Background: an optimization exercise with open tools, aiming at small area and a short achievable clock period. Do not read the settings as production practice. RTL that was checked went through simulation tests only; none was proved equivalent to the original.

== before ==
// CS
module CS(Y, X, reset, clk);
input clk, reset;
input [7:0] X;
output reg [9:0] Y;
reg [3:0] count;                  
reg [7:0] w0, w1, w2, w3, w4, w5, w6, w7, w8;    
reg [7:0] q;                      
reg [3:0] r;                      
wire full = (count == 4'd9);
wire en = full & ~reset;
wire [7:0] qn;
wire [3:0] rn;
wire [9:0] Yd;
always @(posedge clk) begin
  w0 <= X; w1 <= w0; w2 <= w1; w3 <= w2; w4 <= w3;
  w5 <= w4; w6 <= w5; w7 <= w6; w8 <= w7;
end
always @(posedge clk) begin
  if (reset) count <= 4'd0;
  else if (!full) count <= count + 4'd1;
end
always @(posedge clk) begin
  if (reset) begin q <= 8'd0; r <= 4'd0; end
  else begin q <= qn; r <= rn; end
end
always @(posedge clk) Y <= Yd;
  ...
Size in the first run: roughly 650 cells after synthesis, roughly 0.0067 mm2 of cells after synthesis.
==> flow/config.mk <==
export PLATFORM = sky130hd
export DESIGN_NAME = CS
export DESIGN_NICKNAME = CS
export VERILOG_FILES = /design/flow/design.v
export SDC_FILE = /design/flow/constraint.sdc
export NUM_CORES = 4
export LEC_CHECK = 0
export CAP_MARGIN = 20
export CORE_MARGIN = 2
export CORE_UTILIZATION = 40
export SLEW_MARGIN = 20
export SYNTH_HIERARCHICAL = 1
export SYNTH_MINIMUM_KEEP_SIZE = 0
==> flow/constraint.sdc <==
create_clock -name core_clock -period 23.0 [get_ports {clk}]
set_input_delay 4.6000 -clock core_clock [delete_from_list [all_inputs] [get_ports {clk}]]
set_output_delay 4.6000 -clock core_clock [all_outputs]
set_load 0.01 [all_outputs]
run.sh (not shown) runs the stock make flow with config.mk's settings and CLKGATE_MAP_FILE= SYNTH_SCRIPT=/design/flow/synth_recipe.tcl, a recipe that flattens the netlist after the stock synthesis.
before: PASS, flow complete, no timing, DRC or antenna violations
Edits applied to the flow inputs when going from before to after:
- CTS_BUF_LIST now sky130_fd_sc_hd__clkbuf_4 sky130_fd_sc_hd__clkbuf_8, previously not set
- PLACE_DENSITY now 0.75, previously not set
- CORE_UTILIZATION now 65, was 40
Results
Diff after and before: design area higher in before. Number of nets at the end of the flow of after is on par with before. In the metrics for after and before, the one carrying the higher core region area is before. Compared with before, in after total routing resource utilization after global routing increased 11 points, via count increased 123, fraction of the core area covered by cells at the end of the flow increased 28 points, source-to-sink clock delay at the later pin of the worst-skew pair increased 30 ps.
No functional check of the RTL was part of any run of this note.

========
CS, a different RTL version from the one above (not shown whole).
For scale: ~580 cells after synthesis, ~20 I/O pins.
export LEC_CHECK = 0
export CAP_MARGIN = 20
export CORE_MARGIN = 2
export CORE_UTILIZATION = 50
export CTS_BUF_LIST = sky130_fd_sc_hd__clkbuf_8
export SLEW_MARGIN = 20
export SYNTH_HIERARCHICAL = 1
export SYNTH_MINIMUM_KEEP_SIZE = 0
create_clock -name core_clock -period 23.0 [get_ports {clk}]
standard.sh (not shown) runs the stock make flow with config.mk's settings and CLKGATE_MAP_FILE= SYNTH_SCRIPT=/design/flow/synth_recipe.tcl, a recipe that flattens the netlist after the stock synthesis.
==> flow/flow/run.sh <==
#!/bin/bash
# The standard layout (standard.sh), with two changes to how it is made:
#  - ORFS's timing repair aims at a setup slack of 14 ns at the design's clock
#    period (SETUP_SLACK_MARGIN), so repair_timing sizes and buffers critical paths;
#  - every input and output port still gets a buffer, of cell sky130_fd_sc_hd__buf_2.
set -e
export SETUP_SLACK_MARGIN=14
export BUFFER_PORTS_ARGS="-buffer_cell sky130_fd_sc_hd__buf_2"
bash standard.sh > standard.log 2>&1
Edit:
--- a/flow/flow/run.sh
+++ b/flow/flow/run.sh
@@ -3 +3 @@
-#  - ORFS's timing repair aims at a setup slack of 14 ns at the design's clock
+#  - ORFS's timing repair aims at a setup slack of 13.5 ns at the design's clock
@@ -7 +7 @@
-export SETUP_SLACK_MARGIN=14
+export SETUP_SLACK_MARGIN=13.5
--- a/flow/config.mk
+++ b/flow/config.mk
@@ -10 +10 @@
-export CORE_UTILIZATION = 50
+export CORE_UTILIZATION = 40
Global-route usage came out lower by 4.4 points. Setup slack degrades by 0.35 ns. Register-to-register slack degrades by 0.35 ns. Final cell count came out higher by 3.3%. Maximum frequency came out lower by 3.8%. Design area came out lower by 3.4%. Synthesized cell count stays the same. Wire length came out lower by 5.2%. Utilization came out lower by 14 points.
Edit:
--- a/flow/config.mk
+++ b/flow/config.mk
@@ -10 +10 @@
-export CORE_UTILIZATION = 40
+export CORE_UTILIZATION = 50
Result:
- die area decreases by about a fifth
- setup slack gains 0.056 ns
- routed wire length is about the same
- flip-flop and latch count does not change
- via count falls slightly
Edit:
--- a/flow/config.mk
+++ b/flow/config.mk
@@ -10 +10 @@
-export CORE_UTILIZATION = 50
+export CORE_UTILIZATION = 40
@@ -11,0 +12 @@
+export GPL_TIMING_DRIVEN = 1
=>
- The new run completed with no timing, DRC or antenna violations
- via count came out higher by 1.9%
- utilization came out lower by 11 points
- routed wire length is about the same
- synthesized cell count is unchanged
- global-route usage came out lower by 4.1 points

========
CS, a different RTL version from the one above (not shown whole).
Size in the first run: about 20 I/O pins, about 0.0066 mm² of cells after synthesis.
## CS
module CS(Y, X, reset, clk);
input clk, reset;
input [7:0] X;
output reg [9:0] Y;
reg [3:0] count;                  
reg [7:0] w0, w1, w2, w3, w4, w5, w6, w7, w8;    
reg [7:0] q;                      
reg [3:0] r;                      
wire nz = (count != 4'd0);
wire [7:0] qz = q & {8{nz}};
wire [3:0] rz = r & {4{nz}};
always @(posedge clk) begin
  q <= qn; r <= rn;
end
wire full = (count == 4'd9);
wire en = full & ~reset;
wire [7:0] qn;
wire [3:0] rn;
wire [9:0] Yd;
always @(posedge clk) begin
  w0 <= X; w1 <= w0; w2 <= w1; w3 <= w2; w4 <= w3;
  w5 <= w4; w6 <= w5; w7 <= w6; w8 <= w7;
end
always @(posedge clk) begin
  if (reset) count <= 4'd0;
  else if (!full) count <= count + 4'd1;
end
always @(posedge clk) Y <= Yd;
  ...
export LEC_CHECK = 0
export CAP_MARGIN = 20
export CORE_MARGIN = 2
export CORE_UTILIZATION = 40
export CTS_BUF_LIST = sky130_fd_sc_hd__clkbuf_8
export SLEW_MARGIN = 20
export SYNTH_HIERARCHICAL = 1
export SYNTH_MINIMUM_KEEP_SIZE = 0
create_clock -name core_clock -period 23.0 [get_ports {clk}]
==> flow/flow/run.sh <==
#!/bin/bash
# The standard layout (standard.sh), with two changes to how it is made:
#  - ORFS's timing repair aims at a setup slack of 13.5 ns at the design's clock
#    period (SETUP_SLACK_MARGIN), so repair_timing sizes and buffers critical paths;
#  - every input and output port still gets a buffer, of cell sky130_fd_sc_hd__buf_2.
set -e
export SETUP_SLACK_MARGIN=13.5
export BUFFER_PORTS_ARGS="-buffer_cell sky130_fd_sc_hd__buf_2"
bash standard.sh > standard.log 2>&1
Edit:
--- a/flow/flow/run.sh
+++ b/flow/flow/run.sh
@@ -3 +3 @@
-#  - ORFS's timing repair aims at a setup slack of 13.5 ns at the design's clock
+#  - ORFS's timing repair aims at a setup slack of 14 ns at the design's clock
@@ -7 +7 @@
-export SETUP_SLACK_MARGIN=13.5
+export SETUP_SLACK_MARGIN=14
Effect: Critical path depth decreases by 1; area after synthesis does not change; clock-buffer cell count does not change; maximum frequency rose by 3.7%; utilization grows by 1.8 points; worst setup slack improves by 0.32 ns; final area climbs by 4.0%.
No run of this note included a check of the RTL's function; only the layout flow was run.

re-timing with driven ports:
How much do the figures lean on ideal ports? The routed layouts below were timed once more, with nothing changed but the port constraints.
Step 1: set_driving_cell puts a clkbuf_16 on clk and a buf_2 on each other input, an assumption about the parent block.
Step 2 times the ports against the registers' clock, not the clock port: input delays grow and output delays shrink by t, the midpoint of the rising clock arrivals with the driver on.
Slacks: no drivers / after step 1 / after step 2; pairs: no drivers / after step 1.
run | t, ns | setup WS [ns] | worst hold slack (ns) | worst register clock-pin slew, ns
before | 0.395 | 12.491 / 12.491 / 12.491 | 0.366 / 0.366 / 0.366 | 0.08 / 0.08
after | 0.413 | 12.391 / 12.391 / 12.391 | 0.374 / 0.374 / 0.374 | 0.11 / 0.11
the first run of note 2 | 0.436 | 14.188 / 14.188 / 13.927 | 0.383 / 0.383 / 0.383 | 0.11 / 0.11
the second run of note 2 | 0.428 | 13.840 / 13.840 / 13.840 | 0.383 / 0.383 / 0.383 | 0.11 / 0.11
the third run of note 2 | 0.435 | 13.896 / 13.896 / 13.839 | 0.382 / 0.382 / 0.382 | 0.11 / 0.11
the fourth run of note 2 | 0.428 | 13.840 / 13.840 / 13.840 | 0.383 / 0.383 / 0.383 | 0.11 / 0.11
the first run of note 3 | 0.430 | 13.848 / 13.848 / 13.848 | 0.386 / 0.386 / 0.386 | 0.10 / 0.10
the second run of note 3 | 0.425 | 14.173 / 14.173 / 14.125 | 0.384 / 0.384 / 0.384 | 0.10 / 0.10
After both steps every run listed still meets setup and hold. For the first run of note 2, which loses most, drivers alone change the setup slack by 0.000 ns; drivers and shift together by -0.261 ns.
